What follows belongs to an exercise in optimizing a design on an open flow for small area; a production flow would make more cautious choices.
In this exercise RTL edits were held to simulation tests only and were not proved equivalent to the original.
No activity file was given, so power comes from the tool's default toggle rates.

## uart
module uart #(
    parameter DATA_WIDTH = 8,
    parameter FIFO_DEPTH = 16
) (
    input  logic        clk_i,
    input  logic        rst_ni,
    input  logic        stb_i,
    input  logic [ 1:0] adr_i,
    input  logic [ 3:0] byte_sel_i,
    input  logic        we_i,
    input  logic [31:0] dat_i,
    output logic [31:0] dat_o,
    input  logic        uart_rx_i,
    output logic        uart_tx_o
);
  logic [15:0] baud_div_reg;
  logic        tx_en_reg, rx_en_reg;
  logic        tx_full, tx_empty, rx_full, rx_empty;
  logic [ 7:0] rx_byte;
  logic [ 1:0] rd_adr;   
  logic [ 3:0] status_q;   
  uart_tx uart_tx_inst (
      .clk_i     (clk_i),
      .rst_ni    (rst_ni),
      .baud_div_i(baud_div_reg),
      .tx_we_i   (stb_i && we_i && adr_i == 2'd3),
      .tx_en_i   (tx_en_reg),
      .din_i     (dat_i[7:0]),
      .empty_o   (tx_empty),
      .full_o    (tx_full),
      .tx_bit_o  (uart_tx_o)
  );
  uart_rx uart_rx_inst (
      .clk_i     (clk_i),
      .rst_ni    (rst_ni),
      .baud_div_i(baud_div_reg),
      .rx_re_i   (stb_i && !we_i && adr_i == 2'd3 && !rx_empty),
      .rx_en_i   (rx_en_reg),
      .rx_bit_i  (uart_rx_i),
      .dout_o    (rx_byte),
      .full_o    (rx_full),
      .empty_o   (rx_empty)
  );
  always_ff @(posedge clk_i) begin
    if (!rst_ni) begin
      baud_div_reg <= 16'd0;
      tx_en_reg    <= 1'b0;
      rx_en_reg    <= 1'b0;
    end else if (stb_i && we_i) begin
      if (adr_i == 2'd0 && (byte_sel_i[0] || byte_sel_i[1])) baud_div_reg <= dat_i[15:0];
      if (adr_i == 2'd1 && byte_sel_i[0]) begin
        tx_en_reg <= dat_i[0];
        rx_en_reg <= dat_i[1];
      end
    end
  end
  always_ff @(posedge clk_i) begin
    rd_adr   <= adr_i;
    status_q <= {rx_empty, rx_full, tx_empty, tx_full};
  end
  always_comb begin
    dat_o = '0;
    unique case (rd_adr)
      2'd0: dat_o[15:0] = baud_div_reg;
      2'd1: dat_o[1:0] = {rx_en_reg, tx_en_reg};
      2'd2: dat_o[3:0] = status_q;
      2'd3: if (!status_q[3]) dat_o[7:0] = rx_byte;
    endcase
  end
endmodule
For scale: ~850 cells after synthesis, about 76 I/O pins, about 14000 um2 of cells after synthesis.
Settings: LEC_CHECK=0, CAP_MARGIN=20, CORE_MARGIN=2, CORE_UTILIZATION=75, PLACE_DENSITY=0.85, SLEW_MARGIN=20; clock period 10.0 ns.
standard.sh (not shown) runs the stock make flow with config.mk's settings and CLKGATE_MAP_FILE= SYNTH_SCRIPT=/design/flow/synth_recipe.tcl, a recipe that flattens the netlist after the stock synthesis.
==> flow/flow/run.sh <==
#!/bin/bash
# Standard layout with two changes: clock tree without dummy loads, and
# port buffers of the smallest buffer cell.
set -euo pipefail
export CTS_ARGS="-sink_clustering_enable -repair_clock_nets -dont_use_dummy_load -buf_list sky130_fd_sc_hd__clkbuf_4 -sink_clustering_size 10 -sink_clustering_max_diameter 40"
export SKIP_REPAIR_TIE_FANOUT=1
export BUFFER_PORTS_ARGS="-buffer_cell sky130_fd_sc_hd__buf_1"
bash standard.sh > standard.log 2>&1
Then changed:
==> flow/flow/run.sh (replaced) <==
#!/bin/bash
# The standard layout (standard.sh) with these changes:
# - synthesis: the standard synthesis script, except that ABC maps the logic
#   with an area-oriented script (flow/abc_area.script). Flip-flop mapping and
#   register names are those of the standard synthesis.
# - clock tree: no dummy loads; clkbuf_8 buffers; sink clusters of up to 18
#   flip-flops within 60 um.
# - port buffers: buf_1.
# - one tie cell drives all constant outputs.
# Each tool's output goes to the ORFS logs under orfs/logs; make's output to
# standard.log.
set -euo pipefail
W=$PWD
sed "s#^source \$::env(SCRIPTS_DIR)/synth_preamble.tcl#&\nset abc_args [lreplace \$abc_args 1 1 $W/flow/abc_area.script]#" \
  "$FLOW_HOME/scripts/synth.tcl" > synth_area.tcl
sed "s#source \$::env(SCRIPTS_DIR)/synth.tcl#source $W/synth_area.tcl#" synth_recipe.tcl > synth_recipe_area.tcl
sed "s#SYNTH_SCRIPT=[^ ]*#SYNTH_SCRIPT=$W/synth_recipe_area.tcl#" standard.sh > standard_area.sh
grep -q "abc_area.script" synth_area.tcl
grep -q "synth_area.tcl" synth_recipe_area.tcl
grep -q "synth_recipe_area.tcl" standard_area.sh
export CTS_ARGS="-sink_clustering_enable -repair_clock_nets -dont_use_dummy_load -buf_list sky130_fd_sc_hd__clkbuf_8 -sink_clustering_size 20 -sink_clustering_max_diameter 60"
export SKIP_REPAIR_TIE_FANOUT=1
export BUFFER_PORTS_ARGS="-buffer_cell sky130_fd_sc_hd__buf_1"
bash standard_area.sh > standard.log 2>&1
==> flow/flow/abc_area.script (new file) <==
strash
ifraig
dc2
dch -f
amap -m -F 4 -A 8
What happened:
- hold slack improves by 16 ps
- total power decreases by about 16%
- global-route usage came out higher by 1.3 points
Then changed:
==> flow/flow/run.sh (replaced) <==
#!/bin/bash
# Standard layout with two changes: clock tree without dummy loads, and
# port buffers of the smallest buffer cell.
set -euo pipefail
export CTS_ARGS="-sink_clustering_enable -repair_clock_nets -dont_use_dummy_load -buf_list sky130_fd_sc_hd__clkbuf_8 -sink_clustering_size 18 -sink_clustering_max_diameter 60"
export SKIP_REPAIR_TIE_FANOUT=1
export BUFFER_PORTS_ARGS="-buffer_cell sky130_fd_sc_hd__buf_1"
bash standard.sh > standard.log 2>&1
--- a/flow/config.mk
+++ b/flow/config.mk
@@ -10,2 +10,2 @@
-export CORE_UTILIZATION = 75
-export PLACE_DENSITY = 0.85
+export CORE_UTILIZATION = 85
+export PLACE_DENSITY = 0.92
removed: flow/flow/abc_area.script
The changed run never finished: it broke off in detailed placement with DPL-0033.
Synthesized cell count is lower by 13%.
Area after synthesis is higher by 4.5%.
Then changed:
--- a/flow/config.mk
+++ b/flow/config.mk
@@ -10,2 +10,2 @@
-export CORE_UTILIZATION = 85
-export PLACE_DENSITY = 0.92
+export CORE_UTILIZATION = 80
+export PLACE_DENSITY = 0.88
=> The changed run completed with no timing, DRC or antenna violations; synthesized cell count does not change; synthesized area does not change.
Then changed:
==> flow/run.sh (new file) <==
#!/bin/bash
# synth_recipe.tcl (not shown) runs the flow's synth.tcl, then flattens the netlist and writes it again
# the make line also repeats each setting of config.mk as NAME=value (left out here)
make -C /OpenROAD-flow-scripts/flow DESIGN_CONFIG=/design/flow/config.mk WORK_HOME=/design/flow/orfs CLKGATE_MAP_FILE= SYNTH_SCRIPT=/design/flow/synth_recipe.tcl finish
--- a/flow/config.mk
+++ b/flow/config.mk
@@ -10,2 +10,5 @@
-export CORE_UTILIZATION = 80
-export PLACE_DENSITY = 0.88
+export CORE_UTILIZATION = 75
+export CTS_BUF_LIST = sky130_fd_sc_hd__clkbuf_8
+export CTS_CLUSTER_DIAMETER = 60
+export CTS_CLUSTER_SIZE = 18
+export PLACE_DENSITY = 0.85
removed: flow/flow/run.sh
removed: flow/standard.sh
What happened: The changed run produced a clean layout. Critical path depth goes up by 6. Die area goes up by a few percent. First-iteration DRC count goes down by well over a third. Cell count goes up by a few percent. Sequential power hardly moves. Combinational power goes down by a few percent. Worst setup slack is worse by 310 ps. Clock power goes up by about a fifth. Via count goes down by a few percent. Maximum frequency goes down by a few percent.
Then changed:
==> flow/flow/run.sh (new file) <==
#!/bin/bash
# The standard layout (standard.sh) with these changes:
# - synthesis: the standard synthesis script, except that ABC maps the logic
#   with an area-oriented script (flow/abc_area.script). Flip-flop mapping and
#   register names are those of the standard synthesis.
# - clock tree: no dummy loads; clkbuf_8 buffers; sink clusters of up to 18
#   flip-flops within 60 um.
# - port buffers: buf_1.
# - one tie cell drives all constant outputs.
# Each tool's output goes to the ORFS logs under orfs/logs; make's output to
# standard.log.
set -euo pipefail
W=$PWD
sed "s#^source \$::env(SCRIPTS_DIR)/synth_preamble.tcl#&\nset abc_args [lreplace \$abc_args 1 1 $W/flow/abc_area.script]#" \
  "$FLOW_HOME/scripts/synth.tcl" > synth_area.tcl
sed "s#source \$::env(SCRIPTS_DIR)/synth.tcl#source $W/synth_area.tcl#" synth_recipe.tcl > synth_recipe_area.tcl
sed "s#SYNTH_SCRIPT=[^ ]*#SYNTH_SCRIPT=$W/synth_recipe_area.tcl#" standard.sh > standard_area.sh
grep -q "abc_area.script" synth_area.tcl
grep -q "synth_area.tcl" synth_recipe_area.tcl
grep -q "synth_recipe_area.tcl" standard_area.sh
export CTS_ARGS="-sink_clustering_enable -repair_clock_nets -dont_use_dummy_load -buf_list sky130_fd_sc_hd__clkbuf_8 -sink_clustering_size 18 -sink_clustering_max_diameter 80"
export SKIP_REPAIR_TIE_FANOUT=1
export BUFFER_PORTS_ARGS="-buffer_cell sky130_fd_sc_hd__buf_1"
bash standard_area.sh > standard.log 2>&1
==> flow/flow/abc_area.script (new file) <==
strash
ifraig
dc2
dch -f
amap -m -F 4 -A 8
==> flow/standard.sh (new file) <==
#!/bin/bash
# synth_recipe.tcl (not shown) runs the flow's synth.tcl, then flattens the netlist and writes it again
# the make line also repeats each setting of config.mk as NAME=value (left out here)
make -C /OpenROAD-flow-scripts/flow DESIGN_CONFIG=/design/flow/config.mk WORK_HOME=/design/flow/orfs CLKGATE_MAP_FILE= SYNTH_SCRIPT=/design/flow/synth_recipe.tcl "${@:-finish}"
--- a/flow/config.mk
+++ b/flow/config.mk
@@ -11,3 +10,0 @@
-export CTS_BUF_LIST = sky130_fd_sc_hd__clkbuf_8
-export CTS_CLUSTER_DIAMETER = 60
-export CTS_CLUSTER_SIZE = 18
removed: flow/run.sh
Outcome: Cell area decreases by a few percent; hold slack gains 27 ps; setup slack gets worse by 260 ps; global-route usage came out higher by 2.3 points; routed wire length rises by a little under a tenth; cell count came out higher by roughly a tenth; register-to-register slack degrades by 260 ps; clock skew climbs by 5.2 ps; total power drops by about a fifth; clock power shrinks by about a fifth; via count went up by about a fifth.

port drivers added, routing unchanged:
How much do the figures lean on ideal ports? The routed layouts below were timed once more, with nothing changed but the port constraints. Step 1 sets driving cells, clkbuf_16 on the clock port and buf_2 on the other inputs (assumed; they add their load-dependent delay and slew). Step 2 times the ports against the registers' clock, not the clock port: input delays grow and output delays shrink by t, the midpoint of the rising clock arrivals with the driver on. Slacks: ideal / step 1 / step 2; pairs: ideal / step 1.
run | t (ns) | setup slack, ns | slew at the worst register clock pin (ns)
the first run | 0.676 | 4.289 / 4.289 / 4.289 | 0.12 / 0.12
the second run | 0.581 | 3.681 / 3.681 / 3.681 | 0.12 / 0.12
the fourth run | 0.576 | 4.249 / 4.249 / 4.249 | 0.12 / 0.12
the fifth run | 0.603 | 3.936 / 3.936 / 3.936 | 0.12 / 0.12
the sixth run | 0.597 | 3.681 / 3.681 / 3.681 | 0.11 / 0.11
After both steps every run listed still meets setup and hold.
